What follows belongs to an exercise in optimizing a design on an open flow for a short achievable clock period and few clock cycles; a production flow would make more cautious choices.
The RTL was checked by simulation tests, not by an equivalence proof against the original design.
Power figures rest on the tool's default switching activity, not on a simulated workload.

<file path="flow/design.v">
module fsm_b1 (
    input  logic clk,
    input  logic rst,
    input  logic req_1,
    output logic busy_next,        
    input  logic emit_ok,
    output logic emit,
    output logic init_br,
    output logic go,
    output logic stage2,
    output logic load,             
    input  logic busy_a,
    input  logic busy_b,
    input  logic eol_a,
    input  logic eol_b
);
    typedef enum logic [2:0] {Wait, Setup, Init, Axis, Axis2, First, Row, Min} fsm_t;
    fsm_t state, next_state;
    logic next_stage2;
    always_ff @(posedge clk) begin
        if (rst == 1'b0) begin
            state  <= Wait;
            stage2 <= 1'b0;
        end else begin
            state  <= next_state;
            stage2 <= next_stage2;
        end
    end
    always_comb begin
        next_state  = state;
        next_stage2 = stage2;
        emit    = 1'b0;
        init_br = 1'b0;
        go      = 1'b0;
        load    = 1'b0;
        case (state)
            Wait: begin
                next_stage2 = 1'b0;
                if (req_1 == 1'b0) next_state = Setup;
            end
            Setup: begin
                load = 1'b1;
                next_state = Init;
            end
            Init: begin
                init_br = 1'b1;
                next_state = Axis;
            end
            Axis:  next_state = Axis2;
            Axis2: next_state = First;
            First:
                if (emit_ok) begin
                    emit = 1'b1;
                    go   = 1'b1;
                    next_state = Row;
                end
            Row:
                if (!busy_a && !busy_b && emit_ok) begin
                    emit = 1'b1;
                    if ((stage2 && (eol_a || eol_b)) || (eol_a && eol_b)) begin
                        next_state = Wait;
                    end else if (eol_a || eol_b) begin
                        next_stage2 = 1'b1;
                        next_state = Min;
                    end else begin
                        go = 1'b1;
                    end
                end
            Min: begin
                load = 1'b1;
                next_state = Init;
            end
            default: next_state = Wait;
        endcase
        busy_next = (next_state != Wait);
    end
endmodule
module initiator (
    input  logic        stage2,       
    input  logic [23:0] point_a,
    input  logic [23:0] point_b,
    input  logic [23:0] point_c,
    input  logic [7:0]  ycmp,         
    input  logic [23:0] point_out_a,
    input  logic [23:0] point_out_b,
    input  logic [23:0] b,            
    input  logic [23:0] c,
    input  logic [23:0] point_max,    
    input  logic [23:0] point_1,
    input  logic [23:0] point_2,
    output logic [23:0] next_point_max,
    output logic [23:0] next_point_1,
    output logic [23:0] next_point_2,
    output logic [23:0] next_b,
    output logic [23:0] next_c
);
    logic eq_ab, eq_bc, eq_ac, lt_ac, lt_ca, lt_ab, lt_ba, lt_cb;
    assign {eq_ab, eq_bc, eq_ac, lt_ac, lt_ca, lt_ab, lt_ba, lt_cb} = ycmp;
    always_comb begin
        next_point_max = point_max;
        next_point_1   = point_1;
        next_point_2   = point_2;
        next_b         = b;
        next_c         = c;
        if (!stage2) begin
            if (eq_ab && lt_ac) begin
                next_point_max = point_c; next_point_1 = point_b; next_point_2 = point_a;
                next_b = point_a; next_c = point_c;
            end else if (eq_bc && lt_ca) begin
                next_point_max = point_a; next_point_1 = point_b; next_point_2 = point_c;
                next_b = point_b; next_c = point_c;
            end else if (eq_ac && lt_ab) begin
                next_point_max = point_b; next_point_1 = point_c; next_point_2 = point_a;
                next_b = point_a; next_c = point_c;
            end else if (!lt_ba && !lt_ca) begin
                next_point_max = point_a; next_point_1 = point_b; next_point_2 = point_c;
                next_b = point_b; next_c = point_c;
            end else if (!lt_ab && !lt_cb) begin
                next_point_max = point_b; next_point_1 = point_a; next_point_2 = point_c;
                next_b = point_a; next_c = point_c;
            end else begin
                next_point_max = point_c; next_point_1 = point_a; next_point_2 = point_b;
                next_b = point_a; next_c = point_b;
            end
        end else begin
            if (point_out_b == b) begin
                next_point_max = c; next_point_1 = b; next_point_2 = point_out_a;
            end else if (point_out_b == c) begin
                next_point_max = b; next_point_1 = c; next_point_2 = point_out_a;
            end else if (point_out_a == b) begin
                next_point_max = c; next_point_1 = b; next_point_2 = point_out_b;
            end else if (point_out_a == c) begin
                next_point_max = b; next_point_1 = c; next_point_2 = point_out_b;
            end
        end
    end
endmodule
module brensenham_line (
    input  logic clk,
    input  logic rst,
    input  logic init,
    input  logic go,
    output logic busy,
    output logic at_b,
    input  logic [23:0] point_a,    
    input  logic [23:0] point_b,    
    output logic [23:0] point_out
);
    localparam logic [1:0] MX = 2'd0, MY = 2'd1, MZ = 2'd2;
    logic [7:0] x, y, z;
    logic [7:0] xb, yb, zb;
    logic [7:0] dx, dy, dz;
    logic       xs, ys, zs;           
    logic       setup, setup2;        
    logic       cxy, cxz, cyz;        
    logic [1:0] mode;
    logic [8:0] p1, p2;
    logic [8:0] ia1, ib1, ia2, ib2;       
    logic [7:0] xb_m, yb_m, zb_m;     
    logic [7:0] yo_m;                 
    logic       yo_ne_yb;             
    assign point_out = {x, y, z};
    logic eqx, eqy, eqz;
    assign at_b = eqx && eqy && eqz;
    function [7:0] stp;
        input [7:0] v;
        input       s;
        stp = s ? v + 8'd1 : v - 8'd1;
    endfunction
    logic [7:0] nx, ny, nz;
    logic       mvx, mvy, mvz;        
    logic [8:0] np1, np2;
    logic       cont;                 
    logic       guard;                
    always_comb begin
        nx = x; ny = y; nz = z;
        np1 = p1 + (p1[8] ? ib1 : ia1);
        np2 = p2 + (p2[8] ? ib2 : ia2);
        cont = 1'b0;
        guard = 1'b0;
        mvx = 1'b0; mvy = 1'b0; mvz = 1'b0;
        case (mode)
            MX: begin
                nx = stp(x, xs);
                if (!p1[8]) ny = stp(y, ys);
                if (!p2[8]) nz = stp(z, zs);
                mvx = 1'b1; mvy = !p1[8]; mvz = !p2[8];
                guard = !eqx;
                cont = (p1[8] && (y != yb))
                    || (((x != xb_m) || (p2[8] ? (z != zb) : (z != zb_m)))
                        && (p1[8] ? (y == yb) : (y == yb_m)));
            end
            MY: begin
                ny = stp(y, ys);
                if (!p1[8]) nx = stp(x, xs);
                if (!p2[8]) nz = stp(z, zs);
                mvy = 1'b1; mvx = !p1[8]; mvz = !p2[8];
                guard = !eqy;
                cont = 1'b0;
            end
            default: begin
                nz = stp(z, zs);
                if (!p1[8]) ny = stp(y, ys);
                if (!p2[8]) nx = stp(x, xs);
                mvz = 1'b1; mvy = !p1[8]; mvx = !p2[8];
                guard = !eqz;
                cont = ((p1[8] ? yo_ne_yb : ((y == yo_m) && (y != yb_m))) && (z != zb_m))
                    || (((p2[8] ? (x != xb) : (x != xb_m)) || (z != zb_m))
                        && (p1[8] ? (y == yb) : (y == yb_m)));
            end
        endcase
    end
    logic step;
    assign step = busy || (go && guard);
    always_ff @(posedge clk) begin
        if (rst == 1'b0) begin
            busy  <= 1'b0;
            setup  <= 1'b0;
            setup2 <= 1'b0;
        end else begin
            setup  <= init;
            setup2 <= setup;
            if (init)      busy <= 1'b0;
            else if (step) busy <= cont;
        end
    end
    always_ff @(posedge clk) begin
        if (init) begin
            x  <= point_a[23:16];
            y  <= point_a[15:8];
            z  <= point_a[7:0];
            xb <= point_b[23:16];
            yb <= point_b[15:8];
            zb <= point_b[7:0];
            xs <= point_a[23:16] < point_b[23:16];
            ys <= point_a[15:8]  < point_b[15:8];
            zs <= point_a[7:0]   < point_b[7:0];
            dx <= (point_a[23:16] < point_b[23:16]) ? point_b[23:16] - point_a[23:16] : point_a[23:16] - point_b[23:16];
            dy <= (point_a[15:8]  < point_b[15:8])  ? point_b[15:8]  - point_a[15:8]  : point_a[15:8]  - point_b[15:8];
            dz <= (point_a[7:0]   < point_b[7:0])   ? point_b[7:0]   - point_a[7:0]   : point_a[7:0]   - point_b[7:0];
            eqx <= (point_a[23:16] == point_b[23:16]);
            eqy <= (point_a[15:8]  == point_b[15:8]);
            eqz <= (point_a[7:0]   == point_b[7:0]);
        end else if (setup) begin
            xb_m     <= stp(xb, !xs);
            yb_m     <= stp(yb, !ys);
            zb_m     <= stp(zb, !zs);
            yo_m     <= stp(y, !ys);
            yo_ne_yb <= !eqy;
            cxy <= (dx >= dy);
            cxz <= (dx >= dz);
            cyz <= (dy >= dz);
        end else if (setup2) begin
            if (cxy && cxz) begin
                mode <= MX;
                p1  <= 9'(2*dy - dx);
                p2  <= 9'(2*dz - dx);
                ia1 <= 9'(2*dy - 2*dx);
                ib1 <= 9'(2*dy);
                ia2 <= 9'(2*dz - 2*dx);
                ib2 <= 9'(2*dz);
            end else if (!cxy && cyz) begin
                mode <= MY;
                p1  <= 9'(2*dx - dy);
                p2  <= 9'(2*dz - dy);
                ia1 <= 9'(2*dx - 2*dy);
                ib1 <= 9'(2*dx);
                ia2 <= 9'(2*dz - 2*dy);
                ib2 <= 9'(2*dz);
            end else begin
                mode <= MZ;
                p1  <= 9'(2*dy - dz);
                p2  <= 9'(2*dx - dz);
                ia1 <= 9'(2*dy - 2*dz);
                ib1 <= 9'(2*dy);
                ia2 <= 9'(2*dx - 2*dz);
                ib2 <= 9'(2*dx);
            end
        end else if (step) begin
            x  <= nx;
            y  <= ny;
            z  <= nz;
            p1 <= np1;
            p2 <= np2;
            if (mvx) eqx <= (x == xb_m);
            if (mvy) eqy <= (y == yb_m);
            if (mvz) eqz <= (z == zb_m);
        end
    end
endmodule
module b1 (
    input  logic clk,
    input  logic rst,
    input  logic req_1,
    output logic busy_next,
    input  logic emit_ok,
    output logic emit,
    input  logic [23:0] point_a,
    input  logic [23:0] point_b,
    input  logic [23:0] point_c,
    input  logic [7:0]  ycmp,
    output logic [23:0] point_out_a,
    output logic [23:0] point_out_b
);
    logic init_br, go, stage2, load;
    logic busy_a, busy_b, eol_a, eol_b;
    logic [23:0] point_max, point_1, point_2, reg_b, reg_c;
    logic [23:0] n_max, n_1, n_2, n_b, n_c;
    fsm_b1 u_fsm_b1 (
        .clk       ( clk ),
        .rst       ( rst ),
        .req_1     ( req_1 ),
        .busy_next ( busy_next ),
        .emit_ok   ( emit_ok ),
        .emit      ( emit ),
        .init_br   ( init_br ),
        .go        ( go ),
        .stage2    ( stage2 ),
        .load      ( load ),
        .busy_a    ( busy_a ),
        .busy_b    ( busy_b ),
        .eol_a     ( eol_a ),
        .eol_b     ( eol_b )
    );
    initiator u_initiator (
        .stage2         ( stage2 ),
        .point_a        ( point_a ),
        .point_b        ( point_b ),
        .point_c        ( point_c ),
        .ycmp           ( ycmp ),
        .point_out_a    ( point_out_a ),
        .point_out_b    ( point_out_b ),
        .b              ( reg_b ),
        .c              ( reg_c ),
        .point_max      ( point_max ),
        .point_1        ( point_1 ),
        .point_2        ( point_2 ),
        .next_point_max ( n_max ),
        .next_point_1   ( n_1 ),
        .next_point_2   ( n_2 ),
        .next_b         ( n_b ),
        .next_c         ( n_c )
    );
    always_ff @(posedge clk) begin
        if (load) begin
            point_max <= n_max;
            point_1   <= n_1;
            point_2   <= n_2;
            reg_b     <= n_b;
            reg_c     <= n_c;
        end
    end
    brensenham_line u_bresenham_line_a (
        .clk       ( clk ),
        .rst       ( rst ),
        .init      ( init_br ),
        .go        ( go ),
        .busy      ( busy_a ),
        .at_b      ( eol_a ),
        .point_a   ( point_max ),
        .point_b   ( point_1 ),
        .point_out ( point_out_a )
    );
    brensenham_line u_bresenham_line_b (
        .clk       ( clk ),
        .rst       ( rst ),
        .init      ( init_br ),
        .go        ( go ),
        .busy      ( busy_b ),
        .at_b      ( eol_b ),
        .point_a   ( point_max ),
        .point_b   ( point_2 ),
        .point_out ( point_out_b )
    );
endmodule
module b2_with_z #(
    parameter int K = 4
) (
    input  logic clk,
    input  logic rst,
    input  logic emit,          
    output logic emit_ok,       
    output logic pending,       
    input  logic [23:0] point_out_a,
    input  logic [23:0] point_out_b,
    input  logic [23:0] rgb,
    output logic [7:0]  rdata,
    output logic [7:0]  gdata,
    output logic [7:0]  bdata,
    output logic [15:0] waddr,
    output logic [15:0] raddr,
    output logic we,
    output logic [7:0] zdata_out,
    input  logic [7:0] zdata_in
);
    localparam int DEPTH = 8;
    localparam int NM = 2*K;        
    localparam int LK = (K >= 8) ? 3 : (K >= 4) ? 2 : 1;    
    localparam int O_PT  = 0;                  
    localparam int O_FL  = 32;                 
    localparam int O_XBM = 37;                 
    localparam int O_P0  = 45;                 
    localparam int O_S0  = 54;                 
    localparam int O_ZQ  = O_S0 + K;           
    localparam int O_ZE  = O_ZQ + K;           
    localparam int O_M   = O_ZE + 8*NM;        
    localparam int O_MN  = O_M + 9*NM;         
    localparam int W     = O_MN + 9*NM;
    logic       c_v;
    logic [7:0] c_xa, c_za, c_xb, c_zb, c_y, c_dx, c_dz;
    logic       c_xs, c_zs;    
    logic       d_v;
    logic [7:0] d_xa, d_za, d_xb, d_zb, d_y;
    logic       d_xs, d_zs, d_axis;
    logic [8:0] d_p0, d_inca, d_incb;
    logic       e_v;
    logic [7:0] e_xa, e_za, e_xb, e_y, e_xbm;
    logic       e_xs, e_zs, e_axis;
    logic [8:0] e_p0, e_inca;
    logic [9*NM-1:0] e_m;
    logic [8*NM-1:0] e_ze;
    logic [W-1:0] f_q;
    logic       f_v;
    logic [W-1:0] q [DEPTH];
    logic [2:0] q_rd, q_wr;
    logic [DEPTH-1:0] q_cnt;      
    logic [DEPTH-1:0] occ;        
    logic [W-1:0] qh;
    logic       s_v;
    logic [7:0] s_x, s_z, s_y, s_xbm;
    logic       s_xs, s_zs, s_axis;
    logic       s_xeq;            
    logic       s_safe;           
    logic [K-1:0] s_zq;           
    logic [8:0] s_p;              
    logic [K-1:0] s_s;            
    logic [9*NM-1:0] s_m, s_mn;   
    logic [8*NM-1:0] s_ze;
    logic        v1;
    logic [15:0] a1;
    logic [7:0]  z1;
    logic        f2, f3;          
    logic        we3;
    logic [15:0] a3;
    logic [7:0]  z3;
    logic pop;
    always_ff @(posedge clk) begin
        if (rst == 1'b0) begin
            c_v <= 1'b0; d_v <= 1'b0; e_v <= 1'b0; f_v <= 1'b0;
        end else begin
            c_v <= emit; d_v <= c_v; e_v <= d_v; f_v <= e_v;
        end
        c_xa <= point_out_a[23:16];
        c_za <= point_out_a[7:0];
        c_xb <= point_out_b[23:16];
        c_y  <= point_out_b[15:8];
        c_zb <= point_out_b[7:0];
        c_xs <= point_out_a[23:16] < point_out_b[23:16];
        c_zs <= point_out_a[7:0]   < point_out_b[7:0];
        c_dx <= (point_out_a[23:16] < point_out_b[23:16]) ? point_out_b[23:16] - point_out_a[23:16]
                                                          : point_out_a[23:16] - point_out_b[23:16];
        c_dz <= (point_out_a[7:0] < point_out_b[7:0]) ? point_out_b[7:0] - point_out_a[7:0]
                                                      : point_out_a[7:0] - point_out_b[7:0];
        d_xa <= c_xa; d_za <= c_za; d_xb <= c_xb; d_zb <= c_zb; d_y <= c_y;
        d_xs <= c_xs; d_zs <= c_zs;
        d_axis <= (c_dx >= c_dz);
        if (c_dx >= c_dz) begin
            d_p0   <= 9'(2*c_dz - c_dx);
            d_inca <= 9'(2*c_dz - 2*c_dx);
            d_incb <= 9'(2*c_dz);
        end else begin
            d_p0   <= 9'(2*c_dx - c_dz);
            d_inca <= 9'(2*c_dx - 2*c_dz);
            d_incb <= 9'(2*c_dx);
        end
        e_xa <= d_xa; e_za <= d_za; e_xb <= d_xb; e_y <= d_y;
        e_xbm <= d_xs ? d_xb - 8'd1 : d_xb + 8'd1;
        e_xs <= d_xs; e_zs <= d_zs; e_axis <= d_axis;
        e_p0 <= d_p0; e_inca <= d_inca;
        for (int j = 0; j < NM; j++) begin
            e_m[9*j +: 9]  <= 9'(j * d_incb);
            e_ze[8*j +: 8] <= d_zs ? 8'(d_zb - j) : 8'(d_zb + j);
        end
        f_q <= f_next;
    end
    logic [W-1:0] f_next;
    logic [8:0] e_sp [K];
    always_comb begin
        for (int j = 0; j < K; j++) e_sp[j] = 9'(e_p0 + e_m[9*j +: 9]);
        f_next = '0;
        f_next[O_PT +: 32] = {e_xa, e_za, e_y, e_xb};
        f_next[O_FL +: 5]  = {e_xs, e_zs, e_axis, e_xa == e_xb,
                              e_zs ? ((e_za != 8'd0) && (e_za <= 8'(256 - K))) : (e_za >= 8'(K))};
        f_next[O_XBM +: 8] = e_xbm;
        f_next[O_P0 +: 9]  = e_p0;
        for (int j = 0; j < K; j++) begin
            f_next[O_S0 + j] = e_sp[j][8];
            f_next[O_ZQ + j] = (e_za == e_ze[8*j +: 8]);
        end
        f_next[O_ZE +: 8*NM] = e_ze;
        for (int j = 0; j < NM; j++) begin
            f_next[O_M + 9*j +: 9]  = e_m[9*j +: 9];
            f_next[O_MN + 9*j +: 9] = 9'(e_m[9*j +: 9] + e_inca);
        end
    end
    assign qh = q[q_rd];
    assign emit_ok = !occ[DEPTH-1];
    logic [8:0] am [NM];      
    logic [8:0] an [NM];      
    logic [7:0] zj [K+1];     
    logic       zc [NM];      
    logic       safe;         
    logic       inc [K+1];    
    logic       sel [K];      
    logic       s_last;
    logic       eq_stay, eq_move;
    logic [7:0] g_zmin, nx_x, nx_z;
    logic [8:0] nx_p;
    logic [K-1:0] nx_s, nx_zq;
    logic       nx_xeq, nx_safe;
    logic       zsafe [K+1];    
    always_comb begin
        for (int j = 0; j < NM; j++) begin
            am[j] = s_p + s_m[9*j +: 9];
            an[j] = s_p + s_mn[9*j +: 9];
            zc[j] = (s_z == s_ze[8*j +: 8]);
        end
        zj[0] = s_z;
        for (int j = 1; j <= K; j++) zj[j] = s_zs ? 8'(s_z + j) : 8'(s_z - j);
        safe = s_safe;
        for (int d = 0; d <= K; d++)
            zsafe[d] = s_zs ? ((zj[d] != 8'd0) && (zj[d] <= 8'(256 - K))) : (zj[d] >= 8'(K));
        eq_stay = s_xeq;
        eq_move = (s_x == s_xbm);
        inc[0] = 1'b1;
        for (int j = 1; j < K; j++)
            inc[j] = inc[j-1] && !s_axis && safe && s_s[j-1] && !(s_xeq && s_zq[j-1]);
        inc[K] = 1'b0;
        for (int j = 0; j < K; j++) sel[j] = inc[j] && !inc[j+1];
        s_last = 1'b0;
        for (int j = 0; j < K; j++) s_last = s_last || (inc[j] && s_xeq && s_zq[j]);
        g_zmin = s_z;
        nx_x = s_x; nx_z = s_z; nx_p = s_p; nx_s = s_s; nx_zq = s_zq; nx_xeq = s_xeq; nx_safe = s_safe;
        for (int j = 0; j < K; j++) begin
            if (sel[j]) begin
                g_zmin = s_zs ? s_z : zj[j];
                if (s_s[j]) begin
                    nx_p = am[j+1];
                    for (int i = 0; i < K; i++) nx_s[i] = am[j+1+i][8];
                    if (s_axis) begin
                        nx_x = s_xs ? s_x + 8'd1 : s_x - 8'd1;
                        nx_xeq = eq_move;
                        nx_z = s_z;
                        nx_safe = zsafe[0];
                        for (int i = 0; i < K; i++) nx_zq[i] = zc[i];
                    end else begin
                        nx_x = s_x;
                        nx_xeq = s_xeq;
                        nx_z = zj[j+1];
                        nx_safe = zsafe[j+1];
                        for (int i = 0; i < K; i++) nx_zq[i] = zc[j+1+i];
                    end
                end else begin
                    nx_p = an[j];
                    for (int i = 0; i < K; i++) nx_s[i] = an[j+i][8];
                    nx_x = s_xs ? s_x + 8'd1 : s_x - 8'd1;
                    nx_xeq = eq_move;
                    nx_z = zj[j+1];
                    nx_safe = zsafe[j+1];
                    for (int i = 0; i < K; i++) nx_zq[i] = zc[j+1+i];
                end
            end
        end
    end
    assign pop = q_cnt[0] && (!s_v || s_last);
    logic [DEPTH-1:0] q_cnt_up, q_cnt_dn, occ_up, occ_dn;
    assign q_cnt_up = f_v  ? {q_cnt[DEPTH-2:0], 1'b1} : q_cnt;
    assign q_cnt_dn = f_v  ? q_cnt : {1'b0, q_cnt[DEPTH-1:1]};
    assign occ_up   = emit ? {occ[DEPTH-2:0], 1'b1} : occ;
    assign occ_dn   = emit ? occ : {1'b0, occ[DEPTH-1:1]};
    logic wr1, t_in, t2, t3;
    always_comb begin
        t_in = (zdata_in == 8'd0) || !(zdata_in < z1);
        t2   = (zdata_out == 8'd0) || !(zdata_out < z1);
        t3   = (z3 == 8'd0) || !(z3 < z1);
        if (f2 && we)        wr1 = v1 && t2;
        else if (f3 && we3)  wr1 = v1 && t3;
        else                 wr1 = v1 && t_in;
    end
    assign pending = emit || occ[0] || s_v || v1;
    always_ff @(posedge clk) begin
        if (rst == 1'b0) begin
            q_rd  <= 0;
            q_wr  <= 0;
            q_cnt <= 0;
            occ   <= 0;
            s_v   <= 1'b0;
            v1    <= 1'b0;
            we    <= 1'b0;
            we3   <= 1'b0;
        end else begin
            if (f_v) q_wr <= q_wr + 1'b1;
            if (pop) q_rd <= q_rd + 1'b1;
            q_cnt <= pop ? q_cnt_dn : q_cnt_up;
            occ   <= pop ? occ_dn : occ_up;
            s_v   <= pop || (s_v && !s_last);
            v1    <= s_v;
            we    <= wr1;
            we3   <= we;
        end
        if (f_v) q[q_wr] <= f_q;
        if (pop) begin
            {s_x, s_z, s_y}  <= qh[O_PT + 8 +: 24];
            {s_xs, s_zs, s_axis, s_xeq, s_safe} <= qh[O_FL +: 5];
            s_xbm <= qh[O_XBM +: 8];
            s_p   <= qh[O_P0 +: 9];
            s_s   <= qh[O_S0 +: K];
            s_zq  <= qh[O_ZQ +: K];
            s_ze  <= qh[O_ZE +: 8*NM];
            s_m   <= qh[O_M +: 9*NM];
            s_mn  <= qh[O_MN +: 9*NM];
        end else begin
            s_x   <= nx_x;
            s_z   <= nx_z;
            s_p   <= nx_p;
            s_s   <= nx_s;
            s_zq  <= nx_zq;
            s_xeq <= nx_xeq;
            s_safe <= nx_safe;
        end
        a1 <= {s_y, s_x};
        z1 <= g_zmin;
        f2 <= (a1 == {s_y, s_x});
        f3 <= (waddr == {s_y, s_x});
        waddr     <= a1;
        zdata_out <= z1;
        rdata     <= (rgb[23:16] < z1) ? 8'd0 : rgb[23:16] - z1;
        gdata     <= (rgb[15:8]  < z1) ? 8'd0 : rgb[15:8]  - z1;
        bdata     <= (rgb[7:0]   < z1) ? 8'd0 : rgb[7:0]   - z1;
        a3  <= waddr;
        z3  <= zdata_out;
    end
    assign raddr = {s_y, s_x};
endmodule
module zbuf_raster (
    input  logic        clk,
    input  logic        rst,
    input  logic        req_1,
    output logic        ack_1,
    input  logic [23:0] point_a,
    input  logic [23:0] point_b,
    input  logic [23:0] point_c,
    input  logic [23:0] rgb,
    output logic        we,
    output logic [15:0] waddr,
    output logic [7:0]  rdata,
    output logic [7:0]  gdata,
    output logic [7:0]  bdata,
    output logic [7:0]  zdata_out,
    output logic [15:0] raddr,
    input  logic [7:0]  zdata_in
);
logic [23:0] point_out_a, point_out_b;
logic emit, emit_ok, b1_busy, fill_pending;
logic [23:0] pa_r, pb_r, pc_r, rgb_r;
logic [7:0]  ycmp;
always_ff @(posedge clk) begin
    ycmp  <= {point_a[15:8] == point_b[15:8], point_b[15:8] == point_c[15:8],
              point_a[15:8] == point_c[15:8], point_a[15:8] <  point_c[15:8],
              point_c[15:8] <  point_a[15:8], point_a[15:8] <  point_b[15:8],
              point_b[15:8] <  point_a[15:8], point_c[15:8] <  point_b[15:8]};
    pa_r  <= point_a;
    pb_r  <= point_b;
    pc_r  <= point_c;
    rgb_r <= rgb;
end
b1 u_b1(
    .clk         ( clk ),
    .rst         ( rst ),
    .req_1       ( req_1 ),
    .busy_next   ( b1_busy ),
    .emit_ok     ( emit_ok ),
    .emit        ( emit ),
    .point_a     ( pa_r ),
    .point_b     ( pb_r ),
    .point_c     ( pc_r ),
    .ycmp        ( ycmp ),
    .point_out_a ( point_out_a ),
    .point_out_b ( point_out_b )
);
b2_with_z u_b2_with_z (
    .clk         ( clk ),
    .rst         ( rst ),
    .emit        ( emit ),
    .emit_ok     ( emit_ok ),
    .pending     ( fill_pending ),
    .point_out_a ( point_out_a ),
    .point_out_b ( point_out_b ),
    .rgb         ( rgb_r ),
    .rdata       ( rdata ),
    .gdata       ( gdata ),
    .bdata       ( bdata ),
    .waddr       ( waddr ),
    .zdata_in    ( zdata_in ),
    .zdata_out   ( zdata_out ),
    .raddr       ( raddr ),
    .we          ( we )
);
always_ff @(posedge clk) begin
    if (rst == 1'b0) ack_1 <= 1'b0;
    else             ack_1 <= b1_busy | fill_pending;
end
endmodule
</file>
<file path="flow/run.sh">
#!/bin/bash
# synth_recipe.tcl (not shown) runs the flow's synth.tcl, then flattens the netlist and writes it again
# the make line also repeats each setting of config.mk as NAME=value (left out here)
make -C /OpenROAD-flow-scripts/flow DESIGN_CONFIG=/design/flow/config.mk WORK_HOME=/design/flow/orfs CLKGATE_MAP_FILE= SYNTH_SCRIPT=/design/flow/synth_recipe.tcl finish
</file>
<file path="flow/config.mk">
export PLATFORM = sky130hd
export DESIGN_NAME = zbuf_raster
export DESIGN_NICKNAME = zbuf_raster
export VERILOG_FILES = /design/flow/design.v
export SDC_FILE = /design/flow/constraint.sdc
export NUM_CORES = 4
export LEC_CHECK = 0
export ABC_CLOCK_PERIOD_IN_PS = 2000
export CAP_MARGIN = 20
export CORE_MARGIN = 2
export CORE_UTILIZATION = 40
export SETUP_SLACK_MARGIN = 4.0
export SLEW_MARGIN = 20
export TNS_END_PERCENT = 100
</file>
<file path="flow/constraint.sdc">
create_clock -name core_clock -period 6.0 [get_ports {clk}]
set_input_delay 1.2000 -clock core_clock [delete_from_list [all_inputs] [get_ports {clk}]]
set_output_delay 1.2000 -clock core_clock [all_outputs]
set_load 0.01 [all_outputs]
</file>
==> results of run 1 <==
cells by family after synthesis:
logic type | Yosys count | share of synthesized area
fa+ha+maj | 760 | 0.0807
other cells | 1 | 0.0000297
compound gates | 1733 | 0.0855
flops | 2751 | 0.600
buf+inv | 845 | 0.0262
mux | 789 | 0.101
simple gates | 1342 | 0.0520
xor+xnor | 783 | 0.0543
routing by layer:
metal  global-route usage  up-vias
met5                    0        -
met1                0.310    43003
met4                0.113        0
li1                     -    36968
met3               0.0292      951
met2                0.399     3558
power breakdown:
group	internal (W)	switching, W	total (W)
Clock	0.0111	0.00793	0.0190
Combinational	0.0111	0.0126	0.0237
Sequential	0.0238	0.00250	0.0263
stage by stage:
stage / area, um2 / util / std cells / power, W / worst slack (ns)
after CTS: 161000 / 0.512 / 14603 / 0.0661 / 2.95
after floorplan: 127000 / - / 9026 / 0.0361 / 0.655
after detailed placement: 133000 / 0.423 / 13095 / 0.0420 / 2.16
after global placement: 133000 / 0.423 / 13093 / 0.0416 / 2.23
after global routing: 168000 / 0.535 / 14930 / 0.0718 / 2.80
final: 168000 / 0.535 / 14932 / 0.0691 / 2.88
what timing repair did:
| item | in CTS | in global routing |
|---|---|---|
| gates resized for setup | 2271 | 930 |
| pin swaps | 634 | 625 |
| gates cloned | 115 | 19 |
| setup endpoints to repair | 2315 | 1407 |
| buffers inserted | 841 | 306 |
sequential cells by signal, summed over array words and instances (netlist names), 16 cells and up, named ones only:
signal             cells
u_b2_with_z.f_q      181
u_b2_with_z.waddr     16
u_b1.point_1          24
u_b2_with_z.q       1448
pb_r                  24
u_b1.reg_c            24
pc_r                  24
u_b2_with_z.s_m       27
u_b2_with_z.a1        16
u_b2_with_z.e_m       27
u_b2_with_z.s_mn      48
u_b2_with_z.s_ze      54
u_b1.reg_b            24
pa_r                  24
rgb_r                 24
u_b2_with_z.e_ze      54
u_b1.point_2          24
u_b1.point_max        24
worst max-delay path: cells and delay by family, from the launching register on:
family,cells,cell delay [ns]
and+or+nand+nor,2,1.01
adders and majority gates,1,0.43
AOI/OAI and AO/OA,4,0.42
DFF,1,0.41
buffers and inverters,3,0.38
xor gates and xnor gates,1,0.14
synthesized netlist by cell type, types with 23 or more instances:
cell	n
edfxtp_1	2077
dfxtp_1	674
ha_1	667
a21oi_1	479
xnor2_1	469
inv_1	451
nor2_1	374
mux4_2	362
o21ai_0	320
nand2_1	314
xor2_1	313
clkbuf_1	254
mux2_2	220
a21o_1	190
mux2i_1	158
nor2b_1	143
o22ai_1	131
o21ai_1	120
nand4_1	99
fa_1	92
nor3_1	88
a211oi_1	85
o21bai_1	75
buf_2	70
nand3_1	70
nor4_1	63
nand2b_1	61
mux2_1	49
buf_1	46
or3_1	43
o211ai_1	36
o21a_1	35
a31oi_1	32
a221oi_1	26
a22oi_1	24
a21boi_1	23
layout make-up:
type                    count  area, um2
diodes                      4       10.0
fillers                 24695     146000
well taps                4160       5200
flip-flops and latches   2751      76100
clock buffers             393       8410
repair buffers           1545      17900
multi-input cells        5438      56500
inverters                 465       1930
repair inverters           17        369
clock inverters           159       1800
worst paths after layout:
path	startpoint	end	slack, ns	cells past startpoint
max reg2reg	u_b2_with_z.s_zs	u_b2_with_z.s_safe	2.88	11
max	u_b2_with_z.s_zs	u_b2_with_z.s_safe	2.88	11
min reg2reg	u_b2_with_z.d_za[0]	u_b2_with_z.e_za[0]	0.30	0
min	u_b2_with_z.d_za[0]	u_b2_with_z.e_za[0]	0.30	0
==> results.ini, run 1 <==
[clock_network]
clock_path_buffers=4
cts_tree=built
cts_buffers=299
cts.clk_slew.worst_paths_ns=0.06
ctsHoldBuffers=0
clk_root_buffer_cell=clkbuf_16
clk_latency_ns=0.94
cts.sink_count=2751
cts.htree.levels=5

[sta]
drv_slew=0
fin_crit_sh=0.520
skew_ns=0.0732
worst_pin_slew_ns=1.18
hold_viol_final=0
fmax_ghz=0.321
timing.hold.ws_ns=0.297
setup_tns_ns=0
rsz0062_at_grt=true
fin_crit_ns=3.12
relSlewSlack=0.215
setup_viol=0

[detailed_routing]
top_layer=met4
wl_met2_mm=194
drt_pass1_iterations=8
routedWlPerCell_um=27.2
drc=0
drt-met1-wl_mm=162
antenna_left=0
first_iter_violations=8233
vias_per_cell=5.66
num_vias=84480
wl_mm=405
met3_length_mm=26.2

[setup_path]
worstSetupEndpointType=flop
slowest_stage=or4_1
critPathLaunchType=flop
cp_max_fo=5
crit_top_cell=a21oi_2
worstPathRequired_ns=6.62
cpPeakStageDelay_ns=0.52
crit_path_cell_trace=buf_12, clkinvlp_4, fa_2, inv_2, a21o_1, a21oi_2, xnor2_2, or4_1, or4_4, a21oi_2, o22ai_1
crit_arrival_ns=3.74
critPathKind=flop to flop

[placement]
gp_congestion=0.919
place_hpwl_mm=226
numPortBuffers=172

[layout]
layout.nets=11383
final_cell_mix=2077 x edfxtp_1, 736 x buf_4, 584 x dfxtp_1
final_common_cell=edfxtp_1
area_delta_synth_final_pct=33.1
drive_gt1_frac=0.371

[power]
powerDensity_nw_per_um2=411
peakVddDrop_mv=0.324
leakage_nw=61.9

[floorplan]
die_w_um=566
core-area_um2=315000
ios=173
std_cell_rows=206
die_h_um=566
start_util=0.402
dieArea_um2=320000

[yosys]
ys_seq_area_frac=0.600
async_flop_share=0
synth_area_um2=126000
ys.flop_type=edfxtp_1
ys_seq_elements=2751
synth_edf_count=2077
ys_warn_count=14
synthCells=9004
synth_area_leaders=edfxtp_1 49%, dfxtp_1 11%, ha_1 6.6%
synth_top_cell_area_share=0.494
ys_types=99
yosysTopAreaCell=edfxtp_1
avgSynthCellArea_um2=14.0

[global_route]
grt_pass1_vias=84664
grt_first_pass_wirelength_mm=572
grt_overflow=0
antenna_found_initial=9
gr-usage-all-layers=0.239
grt_max_degree=99

[worst_hold_path]
hp-class=flop to flop

[outcome]
outcome=timing/DRC/antenna clean

[flow_run]
cap_violations=0

Testbench counts, summed over its fixed seeds: cycles 120,163.
==> inputs of run 2 (changes only) <==
--- a/flow/design.v
+++ b/flow/design.v
@@ -84,4 +84,5 @@
     input  logic [23:0] point_out_a,
     input  logic [23:0] point_out_b,
+    input  logic [3:0]  ecmp,         
     input  logic [23:0] b,            
     input  logic [23:0] c,
@@ -124,11 +125,11 @@
             end
         end else begin
-            if (point_out_b == b) begin
+            if (ecmp[3]) begin
                 next_point_max = c; next_point_1 = b; next_point_2 = point_out_a;
-            end else if (point_out_b == c) begin
+            end else if (ecmp[2]) begin
                 next_point_max = b; next_point_1 = c; next_point_2 = point_out_a;
-            end else if (point_out_a == b) begin
+            end else if (ecmp[1]) begin
                 next_point_max = c; next_point_1 = b; next_point_2 = point_out_b;
-            end else if (point_out_a == c) begin
+            end else if (ecmp[0]) begin
                 next_point_max = b; next_point_1 = c; next_point_2 = point_out_b;
             end
@@ -151,4 +152,9 @@
     logic [7:0] xb, yb, zb;
     logic [7:0] dx, dy, dz;
+    logic [7:0] fx, fy, fz, rx, ry, rz;    
+    logic [7:0] adx, ady, adz;
+    assign adx = xs ? rx : fx;
+    assign ady = ys ? ry : fy;
+    assign adz = zs ? rz : fz;
     logic       xs, ys, zs;           
     logic       setup, setup2;        
@@ -236,7 +242,10 @@
             ys <= point_a[15:8]  < point_b[15:8];
             zs <= point_a[7:0]   < point_b[7:0];
-            dx <= (point_a[23:16] < point_b[23:16]) ? point_b[23:16] - point_a[23:16] : point_a[23:16] - point_b[23:16];
-            dy <= (point_a[15:8]  < point_b[15:8])  ? point_b[15:8]  - point_a[15:8]  : point_a[15:8]  - point_b[15:8];
-            dz <= (point_a[7:0]   < point_b[7:0])   ? point_b[7:0]   - point_a[7:0]   : point_a[7:0]   - point_b[7:0];
+            fx <= point_a[23:16] - point_b[23:16];
+            fy <= point_a[15:8]  - point_b[15:8];
+            fz <= point_a[7:0]   - point_b[7:0];
+            rx <= point_b[23:16] - point_a[23:16];
+            ry <= point_b[15:8]  - point_a[15:8];
+            rz <= point_b[7:0]   - point_a[7:0];
             eqx <= (point_a[23:16] == point_b[23:16]);
             eqy <= (point_a[15:8]  == point_b[15:8]);
@@ -248,7 +257,10 @@
             yo_m     <= stp(y, !ys);
             yo_ne_yb <= !eqy;
-            cxy <= (dx >= dy);
-            cxz <= (dx >= dz);
-            cyz <= (dy >= dz);
+            dx  <= adx;
+            dy  <= ady;
+            dz  <= adz;
+            cxy <= (adx >= ady);
+            cxz <= (adx >= adz);
+            cyz <= (ady >= adz);
         end else if (setup2) begin
             if (cxy && cxz) begin
@@ -331,4 +343,5 @@
         .point_out_a    ( point_out_a ),
         .point_out_b    ( point_out_b ),
+        .ecmp           ( ecmp ),
         .b              ( reg_b ),
         .c              ( reg_c ),
@@ -342,4 +355,8 @@
         .next_c         ( n_c )
     );
+    logic [3:0] ecmp;
+    always_ff @(posedge clk)
+        ecmp <= {point_out_b == reg_b, point_out_b == reg_c,
+                 point_out_a == reg_b, point_out_a == reg_c};
     always_ff @(posedge clk) begin
         if (load) begin
@@ -504,5 +521,5 @@
         end
     end
-    assign qh = q[q_rd];
+    assign qh = q_cnt[0] ? q[q_rd] : f_q;
     assign emit_ok = !occ[DEPTH-1];
     logic [8:0] am [NM];      
@@ -529,6 +546,8 @@
         for (int j = 1; j <= K; j++) zj[j] = s_zs ? 8'(s_z + j) : 8'(s_z - j);
         safe = s_safe;
-        for (int d = 0; d <= K; d++)
-            zsafe[d] = s_zs ? ((zj[d] != 8'd0) && (zj[d] <= 8'(256 - K))) : (zj[d] >= 8'(K));
+        zsafe[0] = s_zs ? ((s_z != 8'd0) && (s_z <= 8'(256 - K))) : (s_z >= 8'(K));
+        for (int d = 1; d <= K; d++)
+            zsafe[d] = s_zs ? ((s_z <= 8'(256 - K - d)) || ({1'b0, s_z} >= 9'(257 - d)))
+                            : ((s_z >= 8'(K + d)) || (s_z < 8'(d)));
         eq_stay = s_xeq;
         eq_move = (s_x == s_xbm);
@@ -573,8 +592,12 @@
         end
     end
-    assign pop = q_cnt[0] && (!s_v || s_last);
+    logic take, push_q, pop_q;
+    assign take   = (q_cnt[0] || f_v) && (!s_v || s_last);
+    assign pop_q  = take && q_cnt[0];
+    assign push_q = f_v && !(take && !q_cnt[0]);
+    assign pop    = take;
     logic [DEPTH-1:0] q_cnt_up, q_cnt_dn, occ_up, occ_dn;
     assign q_cnt_up = f_v  ? {q_cnt[DEPTH-2:0], 1'b1} : q_cnt;
-    assign q_cnt_dn = f_v  ? q_cnt : {1'b0, q_cnt[DEPTH-1:1]};
+    assign q_cnt_dn = f_v  ? q_cnt : {1'b0, q_cnt[DEPTH-1:1]};    
     assign occ_up   = emit ? {occ[DEPTH-2:0], 1'b1} : occ;
     assign occ_dn   = emit ? occ : {1'b0, occ[DEPTH-1:1]};
@@ -600,7 +623,7 @@
             we3   <= 1'b0;
         end else begin
-            if (f_v) q_wr <= q_wr + 1'b1;
-            if (pop) q_rd <= q_rd + 1'b1;
-            q_cnt <= pop ? q_cnt_dn : q_cnt_up;
+            if (push_q) q_wr <= q_wr + 1'b1;
+            if (pop_q)  q_rd <= q_rd + 1'b1;
+            q_cnt <= take ? q_cnt_dn : q_cnt_up;
             occ   <= pop ? occ_dn : occ_up;
             s_v   <= pop || (s_v && !s_last);
@@ -609,5 +632,5 @@
             we3   <= we;
         end
-        if (f_v) q[q_wr] <= f_q;
+        if (f_v) q[q_wr] <= f_q;       
         if (pop) begin
             {s_x, s_z, s_y}  <= qh[O_PT + 8 +: 24];
==> results.ini, run 2 <==
[worst_hold_path]
hp-class=flop to flop

[yosys]
synth_area_um2=131000
synth_top_cell_area_share=0.495
ys_top_cells_by_count=2167 x edfxtp_1, 708 x ha_1, 678 x dfxtp_1
synth_area_leaders=edfxtp_1 49%, dfxtp_1 10%, ha_1 6.7%
avgSynthCellArea_um2=13.7
ys_types=89
yosysMostFrequentCell=edfxtp_1
synthCells=9591
ys_warn_count=14
synth_edf_count=2167
ys_seq_area_frac=0.598
ys_seq_elements=2845
ys.flop_type=edfxtp_1
async_flop_share=0
yosysTopAreaCell=edfxtp_1

[detailed_routing]
routedWlPerCell_um=26.8
drc=0
vias_per_cell=5.66
antenna_left=0
wl_mm=422
first_iter_violations=9074
num_vias=88931
drt_pass1_iterations=9

[setup_path]
critPathKind=flop to flop
cp_max_fo=4
slowest_stage=edfxtp_1
path_buf_inv=3
worstSetupEndpointType=flop
crit_arrival_ns=3.47
path_delay_family=compound AO/OA/AOI/OAI gates
worstPathRequired_ns=6.62
crit_top_cell=buf_4
crit_path_cell_trace=buf_4, buf_2, buf_4, fa_2, a21o_1, a21oi_2, o21bai_1, a21oi_1, xor2_1, o21ai_2, a222oi_1, o21ai_1
cpPeakStageDelay_ns=0.41
critPathLaunchType=flop

[floorplan]
die_w_um=577
dieArea_um2=333000
start_util=0.402
die_h_um=577
ios=173
std_cell_rows=210
core-area_um2=327000

[layout]
area_delta_synth_final_pct=31.8
final_common_cell=edfxtp_1
largest_reg_flops=1448
instances_no_fill=15710
final_cell_mix=2167 x edfxtp_1, 772 x buf_4, 582 x dfxtp_1
layout.nets=12003
drive_gt1_frac=0.347
largest_register=u_b2_with_z.q
reg_top3=u_b2_with_z.q x1448, u_b2_with_z.f_q x181

[power]
leakage_nw=63.6
pwr-share-comb=0.318
switching_power_w=0.0226
powerDensity_nw_per_um2=399
p_seq_frac=0.399
p_sw_frac=0.328
internal_power_w=0.0465
peakVddDrop_mv=0.307
power_frac_clock=0.283

[clock_network]
clock_path_buffers=4
cts.htree.levels=5
clk_root_buffer_cell=clkbuf_16
cts.clk_slew.worst_paths_ns=0.06
ctsHoldBuffers=0
cts_buffers=305
cts.sink_count=2845
clk_latency_ns=0.93
cts_tree=built

[sta]
skew_ns=0.0634
fin_crit_ns=2.85
fmax_ghz=0.351
worst_pin_slew_ns=1.18
finalWorstSetupSlack_ns=3.15
setup_tns_ns=0
rsz0062_at_grt=true
setup_viol=0
relSlewSlack=0.215
hold_viol_final=0
drv_slew=0
fin_crit_sh=0.475

[placement]
gp_congestion=0.925
dp_cells=13820
place_hpwl_mm=236
numPortBuffers=172
place_ws_ns=2.18

[global_route]
gr-usage-all-layers=0.240
grt_max_degree=104
grt_overflow=0
grt_pass1_vias=88350
grt_first_pass_wirelength_mm=595
antenna_found_initial=20

[flow_run]
cap_violations=0

[outcome]
outcome=timing/DRC/antenna clean

## run 2: path summary, 6_finish.rpt
check                          start                  end  slack, ns  cells after the start
setup / recovery  u_b2_with_z.s_p[2]   u_b2_with_z.s_p[7]       3.15                     12
hold / removal    u_b2_with_z.e_y[4]  u_b2_with_z.f_q[12]       0.30                      0
setup reg to reg  u_b2_with_z.s_p[2]   u_b2_with_z.s_p[7]       3.15                     12
hold reg to reg   u_b2_with_z.e_y[4]  u_b2_with_z.f_q[12]       0.30                      0
## run 2: cells by family after synthesis
kind of cell | synth area share
buffers and inverters | 0.0267
flip-flops | 0.598
multiplexers | 0.0952
adder cells (fa/ha/maj) | 0.0810
AO/OA/AOI/OAI | 0.0871
XOR/XNOR | 0.0554
AND/OR/NAND/NOR | 0.0565
other | 0.0000285
## run 2: stage by stage
stage | total power, W | area, um2 | hold slack, ns | utilization
CTS | 0.0667 | 167000 | 0.303 | 0.511
floorplan | 0.0367 | 132000 | 0.310 | -
detailed placement | 0.0426 | 138000 | 0.312 | 0.423
global placement | 0.0422 | 138000 | 0.310 | 0.423
finish | 0.0691 | 173000 | 0.300 | 0.530
global route | 0.0717 | 173000 | 0.314 | 0.530
## run 2: timing repair
action,CTS,global route
gates resized for setup,2319,886
cloned,116,19
setup endpoints to repair,2433,1495
setup buffers,933,250
pin swaps,760,666
## run 2: final cells by class
type                    instances  area, um2
fillers                     26047     154000
flip-flops and latches       2845      78800
multi-input cells            5863      57800
repair buffers               1605      18800
clock buffers                 411       8630
well taps                    4346       5440
inverters                     476       1960
clock inverters               153       1800
repair inverters                3       23.8
diodes                          8       20.0
## run 2: layer usage
metal	vias to the layer above	track usage	wire length, um
met2	4086	0.399	199000
li1	38913	-	-
met4	6	0.105	22800
met1	44914	0.316	168000
met3	1012	0.0328	31100
met5	-	0	30
## run 2: power by group through the flow
stage	Combinational (W)	Sequential (W)	Clock, W
6_report	0.0220	0.0276	0.0195
5_1_grt	0.0234	0.0278	0.0205
4_1_cts	0.0195	0.0275	0.0197
3_5_place_dp	0.0143	0.0283	0
3_3_place_gp	0.0141	0.0281	0
2_1_floorplan	0.0101	0.0266	0
Testbench counts of run 2, summed over its fixed seeds: cycles 119,843.
==> inputs of run 3 (changes only) <==
--- a/flow/config.mk
+++ b/flow/config.mk
@@ -9,5 +9,5 @@
 export CAP_MARGIN = 20
 export CORE_MARGIN = 2
-export CORE_UTILIZATION = 40
+export CORE_UTILIZATION = 30
 export SETUP_SLACK_MARGIN = 4.0
 export SLEW_MARGIN = 20
==> results.ini, run 3 <==
[global_route]
grt_first_pass_wirelength_mm=581
gr-usage-all-layers=0.174
antenna_found_initial=16
grt_overflow=0
grt_pass1_vias=85179
grt_max_degree=115

[yosys]
synthCells=9591
synth_compound_area_frac=0.0871
ys_seq_elements=2845
ys.flop_type=edfxtp_1
synthAdderAreaFrac=0.0810
synthSimpleGateAreaFrac=0.0565
synth_top_cell_area_share=0.495
synth_edf_count=2167
synth.mux.area_fraction=0.0952
avgSynthCellArea_um2=13.7
async_flop_share=0
synth_area_um2=131000
ys_top_cells_by_count=2167 x edfxtp_1, 708 x ha_1, 678 x dfxtp_1
ys_types=89
ys_seq_area_frac=0.598
synth_area_leaders=edfxtp_1 49%, dfxtp_1 10%, ha_1 6.7%
synth_xor_area_frac=0.0554
synth_top_family_by_area=multiplexers
yosysTopAreaCell=edfxtp_1
ys_warn_count=14
yosysMostFrequentCell=edfxtp_1

[floorplan]
dieArea_um2=444000
ios=173
die_h_um=666
start_util=0.301
die_w_um=666
core-area_um2=437000
std_cell_rows=243

[setup_path]
critPathLaunchType=flop
path_buf_inv=1
cpPeakStageDelay_ns=0.54
crit_path_cell_trace=buf_6, ha_1, a21oi_2, o211ai_1, o41ai_2, xnor2_1, o21ai_0, o21ai_1, a21oi_1, or4_1
critPathKind=flop to flop
cp_max_fo=5
path_delay_family=compound AO/OA/AOI/OAI gates
slowest_stage=or4_1
worstSetupEndpointType=flop
crit_arrival_ns=3.62
worstPathRequired_ns=6.67

[detailed_routing]
first_iter_violations=9460
drt_pass1_iterations=7
num_vias=87672
antenna_left=0
vias_per_cell=5.14
routedWlPerCell_um=24.2
wl_mm=413
drc=0

[power]
peakVddDrop_mv=0.337
leakage_nw=63.2
powerDensity_nw_per_um2=392

[sta]
worst_pin_slew_ns=1.08
skew_ns=0.0613
drv_slew=0
setup_tns_ns=0
relSlewSlack=0.283
hold_viol_final=0
fmax_ghz=0.339
setup_viol=0
timing.hold.ws_ns=0.276
fin_crit_sh=0.491
rsz0062_at_grt=true
fin_crit_ns=2.95

[worst_hold_path]
hp-class=flop to flop

[clock_network]
clock_path_buffers=4
cts.sink_count=2845
ctsHoldBuffers=0
cts_tree=built
cts_buffers=295
clk_latency_ns=0.93
clk_root_buffer_cell=clkbuf_16
cts.clk_slew.worst_paths_ns=0.07
cts.htree.levels=5

[layout]
layout.nets=11958
final_cell_area_um2=174000
final_common_cell=edfxtp_1
reg_top3=u_b2_with_z.q x1448, u_b2_with_z.f_q x181
area_delta_synth_final_pct=32.4
instances_no_fill=17059
utilization=0.398
largest_reg_flops=1448
final_cell_mix=2167 x edfxtp_1, 756 x buf_4, 584 x dfxtp_1
n_fill_cell=39462
drive_gt1_frac=0.342
largest_register=u_b2_with_z.q

[placement]
dp_cells=15231
place_hpwl_mm=231
numPortBuffers=172
gp_congestion=0.891
dpl_cell_area_um2=140000

[flow_run]
cap_violations=0

[outcome]
outcome=timing/DRC/antenna clean

[run 3: cell types whose count changed in the layout (fill, tap and decap cells not counted), sizes merged, moves of 2 or more]
cell,delta
buf,-41
bufinv,-9
clkinv,-6
clkinvlp,-5
inv,-5
clkbuf,+3
diode,-2
nor2,+2
or2,+2
[run 3: where the power goes]
part / switching [W] / leakage (nW) / internal, W / total (W)
registers: 0.00277 / 25.3 / 0.0248 / 0.0276
clock network: 0.00795 / 4.75 / 0.0105 / 0.0185
logic: 0.0118 / 33.1 / 0.0104 / 0.0222
[run 3: logic make-up after synthesis]
group	Yosys count
flip-flops	2845
AO/OA/AOI/OAI	1860
other	1
XOR/XNOR	831
buffers and inverters	913
adder cells (fa/ha/maj)	798
multiplexers	784
AND/OR/NAND/NOR	1559
[run 3: path summary, 6_finish.rpt]
path,from,end,slack (ns),depth (start not counted)
max reg2reg,u_b2_with_z.s_p[2],u_b2_with_z.s_s[2],3.05,10
min reg2reg,u_b2_with_z.d_p0[1],u_b2_with_z.e_p0[1],0.28,0
min,u_b2_with_z.d_p0[1],u_b2_with_z.e_p0[1],0.28,0
max,u_b2_with_z.s_p[2],u_b2_with_z.s_s[2],3.05,10
[run 3: per-layer routing]
metal | track usage | up-vias | part of all wire
li1 | - | 38831 | -
met1 | 0.235 | 43936 | 0.41
met2 | 0.280 | 3903 | 0.46
met3 | 0.0242 | 998 | 0.077
met4 | 0.0749 | 4 | 0.053
met5 | 0 | - | 0.000061
[run 3: repair_timing]
action | CTS | global route
cloned | 105 | 25
endpoints found under the setup margin | 2599 | 1291
resized for setup | 2259 | 972
pin swaps | 689 | 709
setup buffers | 869 | 284
hold endpoints to repair | 0 | 0
[run 3: area by class of cell]
class                   count  area, um2  share of cell area
clock buffers             409       8290              0.0476
inverters                 476       1990              0.0114
repair inverters            1       11.3           0.0000647
repair buffers           1567      18200               0.105
clock inverters           130       1460             0.00837
diodes                      6       15.0           0.0000863
flip-flops and latches   2845      78800               0.453
multi-input cells        5868      58100               0.334
well taps                5757       7200              0.0414
[run 3: stage by stage]
step	setup slack (ns)	power, W
detailed placement	2.27	0.0425
CTS	3.09	0.0656
floorplan	0.599	0.0367
finish	3.05	0.0683
global placement	2.34	0.0423
global route	3.08	0.0710
==> inputs of run 4 (changes only) <==
--- a/flow/design.v
+++ b/flow/design.v
@@ -423,5 +423,6 @@
     localparam int O_M   = O_ZE + 8*NM;        
     localparam int O_MN  = O_M + 9*NM;         
-    localparam int W     = O_MN + 9*NM;
+    localparam int O_P1  = O_MN + 9*NM;        
+    localparam int W     = O_P1 + 9;
     logic       c_v;
     logic [7:0] c_xa, c_za, c_xb, c_zb, c_y, c_dx, c_dz;
@@ -431,10 +432,4 @@
     logic       d_xs, d_zs, d_axis;
     logic [8:0] d_p0, d_inca, d_incb;
-    logic       e_v;
-    logic [7:0] e_xa, e_za, e_xb, e_y, e_xbm;
-    logic       e_xs, e_zs, e_axis;
-    logic [8:0] e_p0, e_inca;
-    logic [9*NM-1:0] e_m;
-    logic [8*NM-1:0] e_ze;
     logic [W-1:0] f_q;
     logic       f_v;
@@ -451,4 +446,5 @@
     logic [K-1:0] s_zq;           
     logic [8:0] s_p;              
+    logic [8:0] s_p1;             
     logic [K-1:0] s_s;            
     logic [9*NM-1:0] s_m, s_mn;   
@@ -464,7 +460,7 @@
     always_ff @(posedge clk) begin
         if (rst == 1'b0) begin
-            c_v <= 1'b0; d_v <= 1'b0; e_v <= 1'b0; f_v <= 1'b0;
+            c_v <= 1'b0; d_v <= 1'b0; f_v <= 1'b0;
         end else begin
-            c_v <= emit; d_v <= c_v; e_v <= d_v; f_v <= e_v;
+            c_v <= emit; d_v <= c_v; f_v <= d_v;
         end
         c_xa <= point_out_a[23:16];
@@ -491,32 +487,31 @@
             d_incb <= 9'(2*c_dx);
         end
-        e_xa <= d_xa; e_za <= d_za; e_xb <= d_xb; e_y <= d_y;
-        e_xbm <= d_xs ? d_xb - 8'd1 : d_xb + 8'd1;
-        e_xs <= d_xs; e_zs <= d_zs; e_axis <= d_axis;
-        e_p0 <= d_p0; e_inca <= d_inca;
-        for (int j = 0; j < NM; j++) begin
-            e_m[9*j +: 9]  <= 9'(j * d_incb);
-            e_ze[8*j +: 8] <= d_zs ? 8'(d_zb - j) : 8'(d_zb + j);
-        end
         f_q <= f_next;
     end
     logic [W-1:0] f_next;
-    logic [8:0] e_sp [K];
+    logic [9*NM-1:0] e_m;
+    logic [8*NM-1:0] e_ze;
+    logic [7:0] e_xbm;
     always_comb begin
-        for (int j = 0; j < K; j++) e_sp[j] = 9'(e_p0 + e_m[9*j +: 9]);
+        e_xbm = d_xs ? d_xb - 8'd1 : d_xb + 8'd1;
+        for (int j = 0; j < NM; j++) begin
+            e_m[9*j +: 9]  = 9'(j * d_incb);
+            e_ze[8*j +: 8] = d_zs ? 8'(d_zb - j) : 8'(d_zb + j);
+        end
         f_next = '0;
-        f_next[O_PT +: 32] = {e_xa, e_za, e_y, e_xb};
-        f_next[O_FL +: 5]  = {e_xs, e_zs, e_axis, e_xa == e_xb,
-                              e_zs ? ((e_za != 8'd0) && (e_za <= 8'(256 - K))) : (e_za >= 8'(K))};
+        f_next[O_PT +: 32] = {d_xa, d_za, d_y, d_xb};
+        f_next[O_FL +: 5]  = {d_xs, d_zs, d_axis, d_xa == d_xb,
+                              d_zs ? ((d_za != 8'd0) && (d_za <= 8'(256 - K))) : (d_za >= 8'(K))};
         f_next[O_XBM +: 8] = e_xbm;
-        f_next[O_P0 +: 9]  = e_p0;
+        f_next[O_P0 +: 9]  = d_p0;
+        f_next[O_P1 +: 9]  = 9'(d_p0 + d_incb);
         for (int j = 0; j < K; j++) begin
-            f_next[O_S0 + j] = e_sp[j][8];
-            f_next[O_ZQ + j] = (e_za == e_ze[8*j +: 8]);
+            f_next[O_S0 + j] = 9'(d_p0 + j * d_incb) >> 8;
+            f_next[O_ZQ + j] = (d_za == e_ze[8*j +: 8]);
         end
         f_next[O_ZE +: 8*NM] = e_ze;
         for (int j = 0; j < NM; j++) begin
             f_next[O_M + 9*j +: 9]  = e_m[9*j +: 9];
-            f_next[O_MN + 9*j +: 9] = 9'(e_m[9*j +: 9] + e_inca);
+            f_next[O_MN + 9*j +: 9] = 9'(j * d_incb + d_inca);
         end
     end
@@ -533,5 +528,5 @@
     logic       eq_stay, eq_move;
     logic [7:0] g_zmin, nx_x, nx_z;
-    logic [8:0] nx_p;
+    logic [8:0] nx_p, nx_p1;
     logic [K-1:0] nx_s, nx_zq;
     logic       nx_xeq, nx_safe;
@@ -539,6 +534,11 @@
     always_comb begin
         for (int j = 0; j < NM; j++) begin
-            am[j] = s_p + s_m[9*j +: 9];
-            an[j] = s_p + s_mn[9*j +: 9];
+            if (j % 2 == 0) begin
+                am[j] = s_p + s_m[9*j +: 9];
+                an[j] = s_p + s_mn[9*j +: 9];
+            end else begin
+                am[j] = s_p1 + s_m[9*(j-1) +: 9];
+                an[j] = s_p1 + s_mn[9*(j-1) +: 9];
+            end
             zc[j] = (s_z == s_ze[8*j +: 8]);
         end
@@ -560,5 +560,5 @@
         for (int j = 0; j < K; j++) s_last = s_last || (inc[j] && s_xeq && s_zq[j]);
         g_zmin = s_z;
-        nx_x = s_x; nx_z = s_z; nx_p = s_p; nx_s = s_s; nx_zq = s_zq; nx_xeq = s_xeq; nx_safe = s_safe;
+        nx_x = s_x; nx_z = s_z; nx_p = s_p; nx_p1 = s_p1; nx_s = s_s; nx_zq = s_zq; nx_xeq = s_xeq; nx_safe = s_safe;
         for (int j = 0; j < K; j++) begin
             if (sel[j]) begin
@@ -566,4 +566,5 @@
                 if (s_s[j]) begin
                     nx_p = am[j+1];
+                    nx_p1 = am[j+2];
                     for (int i = 0; i < K; i++) nx_s[i] = am[j+1+i][8];
                     if (s_axis) begin
@@ -582,4 +583,5 @@
                 end else begin
                     nx_p = an[j];
+                    nx_p1 = an[j+1];
                     for (int i = 0; i < K; i++) nx_s[i] = an[j+i][8];
                     nx_x = s_xs ? s_x + 8'd1 : s_x - 8'd1;
@@ -638,4 +640,5 @@
             s_xbm <= qh[O_XBM +: 8];
             s_p   <= qh[O_P0 +: 9];
+            s_p1  <= qh[O_P1 +: 9];
             s_s   <= qh[O_S0 +: K];
             s_zq  <= qh[O_ZQ +: K];
@@ -647,4 +650,5 @@
             s_z   <= nx_z;
             s_p   <= nx_p;
+            s_p1  <= nx_p1;
             s_s   <= nx_s;
             s_zq  <= nx_zq;
@@ -664,5 +668,9 @@
         z3  <= zdata_out;
     end
-    assign raddr = {s_y, s_x};
+    always_ff @(posedge clk) begin
+        if (rst == 1'b0) raddr <= 16'd0;
+        else if (pop)    raddr <= {qh[O_PT + 8 +: 8], qh[O_PT + 24 +: 8]};
+        else             raddr <= {s_y, nx_x};
+    end
 endmodule
 module zbuf_raster (
--- a/flow/config.mk
+++ b/flow/config.mk
@@ -9,5 +9,5 @@
 export CAP_MARGIN = 20
 export CORE_MARGIN = 2
-export CORE_UTILIZATION = 30
+export CORE_UTILIZATION = 40
 export SETUP_SLACK_MARGIN = 4.0
 export SLEW_MARGIN = 20
==> results.ini, run 4 <==
[sta]
worst_pin_slew_ns=1.14
fmax_ghz=0.335
fin_crit_ns=2.98
hold_viol_final=0
setup_viol=0
skew_ns=0.0781
setup_tns_ns=0
timing.hold.ws_ns=0.323
fin_crit_sh=0.497
relSlewSlack=0.237
drv_slew=0
rsz0062_at_grt=true

[yosys]
synthCells=8975
synth.mux.area_fraction=0.0939
synthSimpleGateAreaFrac=0.0621
ys_types=90
synth_edf_count=1907
ys_top_cells_by_count=1907 x edfxtp_1, 674 x ha_1, 586 x a21oi_1
synth_area_um2=118000
ys_seq_area_frac=0.575
ys_warn_count=13
synth_area_leaders=edfxtp_1 48%, dfxtp_1 9.0%, ha_1 7.1%
synth_xor_area_frac=0.0590
ys_seq_elements=2440
synthAdderAreaFrac=0.0851
synth_top_cell_area_share=0.484
yosysTopAreaCell=edfxtp_1
async_flop_share=0
ys.flop_type=edfxtp_1
synth_compound_area_frac=0.0967
avgSynthCellArea_um2=13.2
yosysMostFrequentCell=edfxtp_1
synth_top_family_by_area=compound AO/OA/AOI/OAI gates

[setup_path]
cp_max_fo=4
crit_arrival_ns=3.63
path_buf_inv=1
path_delay_family=compound AO/OA/AOI/OAI gates
critPathKind=flop to flop
crit_path_cell_trace=buf_4, ha_1, a21o_1, nand4_1, nand3_1, o211ai_1, xnor2_2, nor3_1, a2111oi_4, o221ai_1
critPathLaunchType=flop
worstPathRequired_ns=6.65
slowest_stage=edfxtp_1
cpPeakStageDelay_ns=0.52
worstSetupEndpointType=flop

[clock_network]
ctsHoldBuffers=0
clk_latency_ns=0.93
cts.htree.levels=5
cts.sink_count=2440
clk_root_buffer_cell=clkbuf_16
cts.clk_slew.worst_paths_ns=0.07
cts_buffers=270
cts_tree=built
clock_path_buffers=4

[detailed_routing]
drc=0
num_vias=83788
wl_mm=399
antenna_left=0
first_iter_violations=8124
vias_per_cell=5.72
drt_pass1_iterations=8
routedWlPerCell_um=27.3

[floorplan]
dieArea_um2=300000
core-area_um2=294000
ios=173
die_h_um=548
die_w_um=548
std_cell_rows=199
start_util=0.402

[global_route]
grt_pass1_vias=83409
grt_first_pass_wirelength_mm=558
antenna_found_initial=13
grt_overflow=0
grt_max_degree=100
gr-usage-all-layers=0.250

[layout]
drive_gt1_frac=0.373
n_fill_cell=23019
largest_reg_flops=1224
final_common_cell=edfxtp_1
final_cell_mix=1907 x edfxtp_1, 788 x buf_4, 502 x ha_1
layout.nets=11363
layout.area.seq_um2=68200
instances_no_fill=14646
reg_top3=u_b2_with_z.q x1224, u_b2_with_z.f_q x153, u_b2_with_z.s_ze x54
multi_input_area_um2=56500
utilization=0.540
largest_register=u_b2_with_z.q
area_delta_synth_final_pct=34.5

[placement]
gp_congestion=0.930
dp_cells=12791
numPortBuffers=172
place_hpwl_mm=225

[flow_run]
cap_violations=0

[power]
fin_total_pwr_w=0.0626
peakVddDrop_mv=0.269
powerDensity_nw_per_um2=394
leakage_nw=58.9

[outcome]
outcome=timing/DRC/antenna clean

[worst_hold_path]
hp-class=flop to flop

==> run 4: cell count changes after synthesis, moves of 34 or more <==
cell	change
xor2_1	+34
mux4_2	-56
edfxtp_1	-260
mux2_2	+34
ha_1	-34
dfxtp_1	-145
mux2i_1	-52
xnor2_1	-72
==> run 4: final timing paths <==
path,startpoint,end,slack [ns],cells after the start
worst max-delay path,u_b2_with_z.s_p[2],u_b2_with_z.s_s[0],3.02,10
worst min-delay path,u_b2_with_z.c_xa[5],u_b2_with_z.d_xa[5],0.32,0
worst max register to register,u_b2_with_z.s_p[2],u_b2_with_z.s_s[0],3.02,10
worst min register to register,u_b2_with_z.c_xa[5],u_b2_with_z.d_xa[5],0.32,0
==> run 4: layout make-up <==
type,instances,area share
Antenna cell,5,0.0000787
Tap cell,3919,0.0309
Timing Repair inverter,9,0.000976
Clock inverter,122,0.00834
Clock buffer,371,0.0468
Timing Repair Buffer,1626,0.116
Sequential cell,2440,0.429
Multi-Input combinational cell,5681,0.355
Inverter,473,0.0128
==> run 4: logic make-up after synthesis <==
family / count (synthesis)
flip-flops: 2440
AO/OA/AOI/OAI: 1849
AND/OR/NAND/NOR: 1547
buffers and inverters: 880
other: 1
adder cells (fa/ha/maj): 755
XOR/XNOR: 794
multiplexers: 709
==> run 4: report_power, final <==
group | internal [W] | switching [W]
sequential | 0.0211 | 0.00261
clock | 0.00945 | 0.00708
combinational | 0.0106 | 0.0116
==> run 4: layer usage <==
layer | GRT usage | wire, um | part of all wire | up-vias
met2 | 0.415 | 189000 | 0.47 | 4028
met1 | 0.317 | 153000 | 0.38 | 42060
met3 | 0.0402 | 31500 | 0.079 | 1108
met4 | 0.130 | 25700 | 0.064 | 8
met5 | 0 | 38 | 0.000095 | -
li1 | - | - | - | 36584
==> run 4: repair_timing <==
item,4_1_cts,5_1_grt
buffers inserted,888,353
gates cloned,95,21
gates resized for setup,2396,1126
pin swaps,765,798
endpoints found under the setup margin,2135,1444
==> run 4: stage by stage <==
stage	setup WS, ns	instance area [um2]
finish	3.02	159000
floorplan	1.25	118000
global placement	2.01	125000
global route	2.91	159000
detailed placement	2.00	125000
CTS	3.14	151000
Testbench counts of run 4, summed over its fixed seeds: cycles 119,523.

==> afterwards: timing with drivers on the ports <==
How much do the figures lean on ideal ports? The routed layouts below were timed once more, with nothing changed but the port constraints. Step 1: set_driving_cell puts a clkbuf_16 on clk and a buf_2 on each other input, an assumption about the parent block. Step 2 adds t to the input delays and takes it off the output delays; t is the mean of the earliest and latest rising clock arrival at the registers after step 1. Input paths then give back, and output paths get back, about the clock's delay inside the block. Slacks: ideal / step 1 / step 2; pairs: ideal / step 1.
| run | t, ns | setup slack, ns | worst hold slack (ns) | clock arrival spread, ns | cell pins on the clock port's net |
|---|---|---|---|---|---|
| run 1 | 1.008 | 2.880 / 2.880 / 2.880 | 0.297 / 0.297 / 0.297 | 0.073 / 0.073 | 1 |
| run 2 | 1.000 | 3.148 / 3.075 / 2.989 | 0.300 / 0.300 / 0.300 | 0.066 / 0.066 | 1 |
| run 3 | 1.022 | 3.052 / 3.016 / 3.052 | 0.276 / 0.276 / 0.276 | 0.073 / 0.074 | 1 |
| run 4 | 0.991 | 3.019 / 3.019 / 2.967 | 0.323 / 0.323 / 0.323 | 0.091 / 0.091 | 1 |
After both steps setup and hold are still met in every run listed. The setup slack of run 2, which loses most, moves by -0.073 ns with the drivers and by -0.159 ns with both steps.
